This design comes from an exercise in tuning for small area on the open sky130 flow, not from production work.
The flow treats the clock pin as an ideal source, which a real chip does not have.
Power is estimated from default activity; no workload was simulated.

Setup of the reference run:
## bridge_top
module bridge_top(hclk,hresetn,hwrite,haddr,hwdata,hreadyin,htrans,prdata,pwrite,penable,psel,paddr,pwdata,hrdata,hr_readyout,hresp);
==> module apb_controller, before the edit <==
module apb_controller(hclk, hresetn, hwrite, haddr, hwdata, valid,
                      pwrite, penable, psel, paddr, pwdata, hr_readyout);
  input        hclk, hresetn, hwrite, valid;
  input  [31:0] haddr, hwdata;
  output       pwrite, penable;
  output reg   hr_readyout;
  output [2:0] psel;
  output reg [31:0] paddr, pwdata;
  localparam ST_IDLE     = 3'b000,
             ST_READ     = 3'b001,
             ST_WWAIT    = 3'b011,
             ST_WRITE    = 3'b100,
             ST_RENABLE  = 3'b010,
             ST_WENABLE  = 3'b111,
             ST_WRITEP   = 3'b101,
             ST_WENABLEP = 3'b110;
  reg [2:0]  st, nst;
  reg [31:0] a1, a2;
  reg        w1, w2, b1, z, zz, psel_en;
  wire s_idle  = (st == ST_IDLE);
  wire s_read  = (st == ST_READ);
  wire s_ren   = (st == ST_RENABLE);
  wire s_wwait = (st == ST_WWAIT);
  wire s_write = (st == ST_WRITE);
  wire s_wen   = (st == ST_WENABLE);
  wire s_wp    = (st == ST_WRITEP);
  wire s_wenp  = (st == ST_WENABLEP);
  wire s_idl   = s_idle | s_ren;      
  wire rd = valid & ~hwrite;
  wire wr = valid &  hwrite;
  always @(*) begin
    case (st)
      ST_IDLE, ST_RENABLE, ST_WENABLE:
                   nst = wr ? ST_WWAIT : (rd ? ST_READ : ST_IDLE);
      ST_READ:     nst = ST_RENABLE;
      ST_WWAIT:    nst = valid ? ST_WRITEP : ST_WRITE;
      ST_WRITE:    nst = valid ? ST_WENABLEP : ST_WENABLE;
      ST_WRITEP:   nst = ST_WENABLEP;
      default:     nst = ~w2 ? ST_READ :
                         (valid & w1) ? ST_WRITEP :
                         ~valid ? ST_WRITE : ST_IDLE;
    endcase
  end
  wire big    = hwrite & b1;
  wire holdA2 = (s_wwait & valid & big) |
                (s_wenp & (~w2 | (valid ? big : ~w1)));
  wire selA  = s_idl;
  wire sel1  = (s_read & ~w1) | s_wwait | s_wen;
  wire sel2  = ((s_read & w1) | s_write | s_wp | s_wenp) & ~zz;
  wire ldD = ~(s_write | s_wp | (s_wenp & valid & ~w1));
  always @(posedge hclk) begin
    z  <= ~hresetn;
    a1 <= haddr;
    if (!holdA2) begin
      a2 <= a1;
      zz <= z;
    end
    w1 <= hwrite;
    w2 <= w1;
    b1 <= |hwdata[31:8];
    paddr  <= ({32{selA}} & haddr) | ({32{sel1}} & a1) | ({32{sel2}} & a2);
    if (ldD) pwdata <= hwdata;
  end
  always @(posedge hclk) begin
    if (!hresetn) begin
      st          <= ST_IDLE;
      psel_en     <= 1'b0;
      hr_readyout <= 1'b1;
    end else begin
      st          <= nst;
      psel_en     <= (s_idl & rd) | (s_wen & wr) | ~(s_idl | s_wen);
      hr_readyout <= s_read | s_write |
                     (s_idl & ~rd) |
                     ((s_wwait | s_wen) & ~valid) |
                     (s_wp & w1) |
                     (s_wenp & ~valid & w2);
    end
  end
  wire [2:0] sel1dec;
  ahb_decode dec1(.addr(a1), .sel(sel1dec));
  assign psel    = psel_en ? sel1dec : 3'b000;
  assign penable = s_ren | s_wen | s_wenp;
  assign pwrite  = ~(s_read | s_ren) & (~s_wwait | w2);
endmodule
clock: 4.0 ns
lec_check: 0
cap_margin: 0
core_margin: 2
core_utilization: 65
slew_margin: 0
standard.sh (not shown) runs the stock make flow with config.mk's settings and CLKGATE_MAP_FILE= SYNTH_SCRIPT=/design/flow/synth_recipe.tcl, a recipe that flattens the netlist after the stock synthesis.
==> flow/flow/run.sh <==
#!/bin/bash
# Own layout flow. Steps, each tool's full output in a log file here:
#  1. the standard synthesis (standard.sh synth)            -> flow_synth.log
#  2. area re-mapping of the combinational cells of that netlist
#     with Yosys/ABC (flow/remap_abc.script); the registers, their
#     names and cell types are kept as instances, untouched        -> flow_remap.log
#  3. the rest of the standard layout (standard.sh finish), with
#     - port buffers of the smallest buffer cell (buf_1),
#     - the clock tree built by flow/clock_tree.tcl (ORFS's
#       PRE_CTS_TCL hook): register clock pins grouped by position,
#       one leaf buffer per group; TritonCTS skips it              -> flow_make.log
set -euo pipefail
W=$PWD
RES=$W/orfs/results/$FLOW_PLATFORM/bridge_top/base
LIB=$FLOW_HOME/platforms/$FLOW_PLATFORM/lib/sky130_fd_sc_hd__tt_025C_1v80.lib
YOSYS=$FLOW_HOME/../tools/install/yosys/bin/yosys
[[ -x $YOSYS ]] || YOSYS=yosys
CTS_LEAF=${OWN_CTS_LEAF:-sky130_fd_sc_hd__clkbuf_16}
CTS_ROOT=${OWN_CTS_ROOT:-none}
CTS_MAX=${OWN_CTS_MAX_SINKS:-36}

bash standard.sh synth > flow_synth.log 2>&1

cp $RES/1_2_yosys.v $W/standard_1_2_yosys.v
DONT=""
for c in sky130_fd_sc_hd__probe_p_8 sky130_fd_sc_hd__probec_p_8 \
         $(grep -o 'cell *( *"\?sky130_fd_sc_hd__lpflow_[a-z0-9_]*' $LIB | grep -o 'sky130_fd_sc_hd__lpflow_[a-z0-9_]*' | sort -u); do
  DONT="$DONT -dont_use $c"
done
cat > $W/remap.ys <<YS
read_liberty -ignore_miss_func $LIB
setattr -mod -set keep_hierarchy 1 sky130_fd_sc_hd__dfxtp_1 sky130_fd_sc_hd__edfxtp_1 sky130_fd_sc_hd__conb_1
read_verilog $W/standard_1_2_yosys.v
hierarchy -top $FLOW_TOP
flatten
opt -purge $FLOW_TOP
abc -liberty $LIB -script $W/flow/remap_abc.script $DONT $FLOW_TOP
opt_clean -purge $FLOW_TOP
cd $FLOW_TOP
rename -hide w:* i:* %d o:* %d
insbuf -buf sky130_fd_sc_hd__buf_4 A X
opt_clean -purge
cd
select -assert-none $FLOW_TOP/t:\$*
select $FLOW_TOP
write_verilog -selected -noattr -nohex -nodec $W/remapped_1_2_yosys.v
YS
$YOSYS -l flow_remap.log -q $W/remap.ys
cp $W/remapped_1_2_yosys.v $RES/1_2_yosys.v

bash standard.sh BUFFER_PORTS_ARGS="-buffer_cell sky130_fd_sc_hd__buf_1" \
  PRE_CTS_TCL="$W/flow/clock_tree.tcl" OWN_CTS_LEAF=$CTS_LEAF \
  OWN_CTS_ROOT=$CTS_ROOT OWN_CTS_MAX_SINKS=$CTS_MAX finish > flow_make.log 2>&1
Other scripts of this flow, unchanged in this note and not shown: flow/flow/clock_tree.tcl, flow/flow/remap_abc.script
[inputs] the trial run vs the reference run
--- a/flow/design.v
+++ b/flow/design.v
@@ -23,11 +23,11 @@
   output reg [31:0] paddr, pwdata;
   localparam ST_IDLE     = 3'b000,
-             ST_READ     = 3'b001,
-             ST_WWAIT    = 3'b011,
-             ST_WRITE    = 3'b100,
-             ST_RENABLE  = 3'b010,
+             ST_READ     = 3'b011,
+             ST_WWAIT    = 3'b101,
+             ST_WRITE    = 3'b110,
+             ST_RENABLE  = 3'b100,
              ST_WENABLE  = 3'b111,
-             ST_WRITEP   = 3'b101,
-             ST_WENABLEP = 3'b110;
+             ST_WRITEP   = 3'b010,
+             ST_WENABLEP = 3'b001;
   reg [2:0]  st, nst;
   reg [31:0] a1, a2;
Results
- Timing, DRC, antenna: 0 failures across the reference run and the trial run
- For the total power, the trial run came in about 0.7% higher than the reference run did.
- Launching element of the worst setup path = apb_c.st[2]: the trial run; launching element of the worst setup path = haddr[26]: the reference run
- Final hold slack delta for the trial run relative to the reference run: 0.010 ns higher
- The sequential share of layout area of the trial run is higher than that of the reference run.
- Lower least setup slack across all paths after layout goes to the reference run over the trial run.
- The trial run vs. the reference run: final standard cell area without fillers decreased about 4.4%; area after synthesis now smaller.
Function was not checked in any run of this note: the RTL went through the layout flow alone.

========
## middle
bridge_top, a different RTL version from the one above (not shown whole).
==> module apb_controller, before the edit <==
module apb_controller(hclk, hresetn, hwrite, haddr, hwdata, valid,
                      pwrite, penable, psel, paddr, pwdata, hr_readyout);
  input        hclk, hresetn, hwrite, valid;
  input  [31:0] haddr, hwdata;
  output       pwrite, penable;
  output reg   hr_readyout;
  output [2:0] psel;
  output reg [31:0] paddr, pwdata;
  localparam ST_IDLE     = 3'b000,
             ST_READ     = 3'b111,
             ST_WWAIT    = 3'b011,
             ST_WRITE    = 3'b101,
             ST_RENABLE  = 3'b010,
             ST_WENABLE  = 3'b110,
             ST_WRITEP   = 3'b100,
             ST_WENABLEP = 3'b001;
  reg [2:0]  st, nst;
  reg [31:0] a1, a2;
  reg        w1, w2, b1, z, zz, psel_en;
  wire s_idle  = (st == ST_IDLE);
  wire s_read  = (st == ST_READ);
  wire s_ren   = (st == ST_RENABLE);
  wire s_wwait = (st == ST_WWAIT);
  wire s_write = (st == ST_WRITE);
  wire s_wen   = (st == ST_WENABLE);
  wire s_wp    = (st == ST_WRITEP);
  wire s_wenp  = (st == ST_WENABLEP);
  wire s_idl   = s_idle | s_ren;      
  wire rd = valid & ~hwrite;
  wire wr = valid &  hwrite;
  always @(*) begin
    case (st)
      ST_IDLE, ST_RENABLE, ST_WENABLE:
                   nst = wr ? ST_WWAIT : (rd ? ST_READ : ST_IDLE);
      ST_READ:     nst = ST_RENABLE;
      ST_WWAIT:    nst = valid ? ST_WRITEP : ST_WRITE;
      ST_WRITE:    nst = valid ? ST_WENABLEP : ST_WENABLE;
      ST_WRITEP:   nst = ST_WENABLEP;
      default:     nst = ~w2 ? ST_READ :
                         (valid & w1) ? ST_WRITEP :
                         ~valid ? ST_WRITE : ST_IDLE;
    endcase
  end
  wire big    = hwrite & b1;
  wire holdA2 = (s_wwait & valid & big) |
                (s_wenp & (~w2 | (valid ? big : ~w1)));
  wire selA  = s_idl;
  wire sel1  = (s_read & ~w1) | s_wwait | s_wen;
  wire sel2  = ((s_read & w1) | s_write | s_wp | s_wenp) & ~zz;
  wire ldD = ~(s_write | s_wp | (s_wenp & valid & ~w1));
  always @(posedge hclk) begin
    z  <= ~hresetn;
    a1 <= haddr;
    if (!holdA2) begin
      a2 <= a1;
      zz <= z;
    end
    w1 <= hwrite;
    w2 <= w1;
    b1 <= |hwdata[31:8];
    paddr  <= ({32{selA}} & haddr) | ({32{sel1}} & a1) | ({32{sel2}} & a2);
    if (ldD) pwdata <= hwdata;
  end
  always @(posedge hclk) begin
    if (!hresetn) begin
      st          <= ST_IDLE;
      psel_en     <= 1'b0;
      hr_readyout <= 1'b1;
    end else begin
      st          <= nst;
      psel_en     <= (s_idl & rd) | (s_wen & wr) | ~(s_idl | s_wen);
      hr_readyout <= s_read | s_write |
                     (s_idl & ~rd) |
                     ((s_wwait | s_wen) & ~valid) |
                     (s_wp & w1) |
                     (s_wenp & ~valid & w2);
    end
  end
  wire [2:0] sel1dec;
  ahb_decode dec1(.addr(a1), .sel(sel1dec));
  assign psel    = psel_en ? sel1dec : 3'b000;
  assign penable = s_ren | s_wen | s_wenp;
  assign pwrite  = ~(s_read | s_ren) & (~s_wwait | w2);
endmodule
clock: 4.0 ns
lec_check: 0
cap_margin: 0
core_margin: 2
core_utilization: 65
slew_margin: 0
==> flow/flow/run.sh <==
#!/bin/bash
# Own layout flow. Steps, each tool's full output in a log file here:
#  1. the standard synthesis (standard.sh synth)            -> flow_synth.log
#  2. area re-mapping of the combinational cells of that netlist
#     with Yosys/ABC (flow/remap_abc.script); the registers, their
#     names and cell types are kept as instances, untouched        -> flow_remap.log
#  3. the rest of the standard layout (standard.sh finish), with
#     - port buffers of the smallest buffer cell (buf_1),
#     - an area recovery pass after CTS (flow/downsize.tcl, ORFS's
#       POST_CTS_TCL hook) that gives cells which repair enlarged the
#       smallest size that keeps slew, capacitance and timing clean -> flow_make.log
set -euo pipefail
W=$PWD
RES=$W/orfs/results/$FLOW_PLATFORM/bridge_top/base
LIB=$FLOW_HOME/platforms/$FLOW_PLATFORM/lib/sky130_fd_sc_hd__tt_025C_1v80.lib
YOSYS=$FLOW_HOME/../tools/install/yosys/bin/yosys
[[ -x $YOSYS ]] || YOSYS=yosys

bash standard.sh synth > flow_synth.log 2>&1

cp $RES/1_2_yosys.v $W/standard_1_2_yosys.v
DONT=""
for c in sky130_fd_sc_hd__probe_p_8 sky130_fd_sc_hd__probec_p_8 \
         $(grep -o 'cell *( *"\?sky130_fd_sc_hd__lpflow_[a-z0-9_]*' $LIB | grep -o 'sky130_fd_sc_hd__lpflow_[a-z0-9_]*' | sort -u); do
  DONT="$DONT -dont_use $c"
done
cat > $W/remap.ys <<YS
read_liberty -ignore_miss_func $LIB
setattr -mod -set keep_hierarchy 1 sky130_fd_sc_hd__dfxtp_1 sky130_fd_sc_hd__edfxtp_1 sky130_fd_sc_hd__conb_1
read_verilog $W/standard_1_2_yosys.v
hierarchy -top $FLOW_TOP
flatten
opt -purge $FLOW_TOP
abc -liberty $LIB -script $W/flow/remap_abc.script $DONT $FLOW_TOP
opt_clean -purge $FLOW_TOP
cd $FLOW_TOP
rename -hide w:* i:* %d o:* %d
insbuf -buf sky130_fd_sc_hd__buf_4 A X
opt_clean -purge
cd
select -assert-none $FLOW_TOP/t:\$*
select $FLOW_TOP
write_verilog -selected -noattr -nohex -nodec $W/remapped_1_2_yosys.v
YS
$YOSYS -l flow_remap.log -q $W/remap.ys
cp $W/remapped_1_2_yosys.v $RES/1_2_yosys.v

layout() { # leaf cell, root cell, max sinks per leaf, log
  bash standard.sh BUFFER_PORTS_ARGS="-buffer_cell sky130_fd_sc_hd__buf_1" \
    PRE_CTS_TCL="$W/flow/clock_tree.tcl" POST_CTS_TCL="$W/flow/downsize.tcl" \
    OWN_CTS_LEAF=$1 OWN_CTS_ROOT=$2 OWN_CTS_MAX_SINKS=$3 finish > $4 2>&1
}
slew() { # worst register clock-pin slew of the final layout, in ns
  OWN_LIB=$LIB OWN_RES=$RES openroad -no_init -exit $W/flow/clock_slew.tcl > $1 2>&1 || true
  awk '/^worst_clock_pin_slew/ {print $2}' $1
}

layout sky130_fd_sc_hd__clkbuf_16 none 36 flow_make.log
s=$(slew flow_slew.log)
if awk -v s="$s" 'BEGIN {exit !(s == "" || s > 0.122)}'; then
  rm -f $RES/4_* $RES/5_* $RES/6_* $W/out/final.def
  layout sky130_fd_sc_hd__clkbuf_16 sky130_fd_sc_hd__clkbuf_8 28 flow_make_retry.log
  slew flow_slew_retry.log > /dev/null || true
fi
Other scripts of this flow, unchanged in this note and not shown: flow/flow/clock_slew.tcl, flow/flow/clock_tree.tcl, flow/flow/downsize.tcl, flow/flow/remap_abc.script
What west does differently from middle at the input level:
--- a/flow/design.v
+++ b/flow/design.v
@@ -20,17 +20,17 @@
   output       pwrite, penable;
   output reg   hr_readyout;
   output [2:0] psel;
   output reg [31:0] paddr, pwdata;
   localparam ST_IDLE     = 3'b000,
-             ST_READ     = 3'b111,
-             ST_WWAIT    = 3'b011,
-             ST_WRITE    = 3'b101,
+             ST_READ     = 3'b011,
+             ST_WWAIT    = 3'b001,
+             ST_WRITE    = 3'b100,
              ST_RENABLE  = 3'b010,
              ST_WENABLE  = 3'b110,
-             ST_WRITEP   = 3'b100,
-             ST_WENABLEP = 3'b001;
+             ST_WRITEP   = 3'b101,
+             ST_WENABLEP = 3'b111;
   reg [2:0]  st, nst;
   reg [31:0] a1, a2;
   reg        w1, w2, b1, z, zz, psel_en;
   wire s_idle  = (st == ST_IDLE);
   wire s_read  = (st == ST_READ);
Findings:
Taking middle as the reference point, the hold slack of west rises by 0.033 ns.
Share of the final layout cell area in multi-input gates was lower in the run labelled middle.
Going from middle to west, part of the power in registers climbed 0.2 points; total detailed-routing wirelength climbed about 5.6%.
Compared with middle, west shows a lower number of global-route vias before repair.
west and middle ended up with nearly the same mean area per synthesized cell.
Every stage of the flow completed for west, and the final layout passed the timing, design-rule and antenna checks.
Comparing west and middle, growth of design area from synthesis to finish is lower on middle.
Power: west < middle
Function was not checked in any run of this note: the RTL went through the layout flow alone.

==> port drivers added, routing unchanged <==
No port has a modelled driver above. Below, the same layouts with a new extraction and two added sets of constraints. Step 1, drivers: a clkbuf_16 drives hclk and a buf_2 each remaining input, both assumed. Step 2 also shifts input and output timing later by t, the mid clock arrival at the registers, as if the neighbouring blocks saw the same clock. Slacks: ideal / step 1 / step 2; pairs: ideal / step 1.
run | t, ns | setup WS [ns] | hold WS [ns]
the reference run | 0.249 | 1.240 / 1.256 / 1.044 | 0.417 / 0.417 / 0.417
the trial run | 0.247 | 1.360 / 1.287 / 1.217 | 0.427 / 0.427 / 0.427
middle | 0.252 | 0.805 / 0.805 / 0.805 | 0.378 / 0.378 / 0.378
west | 0.249 | 0.807 / 0.807 / 0.668 | 0.411 / 0.411 / 0.411
After both steps setup and hold are still met in every run listed. The setup slack of the reference run, which loses most, moves by +0.016 ns with the drivers and by -0.196 ns with both steps.
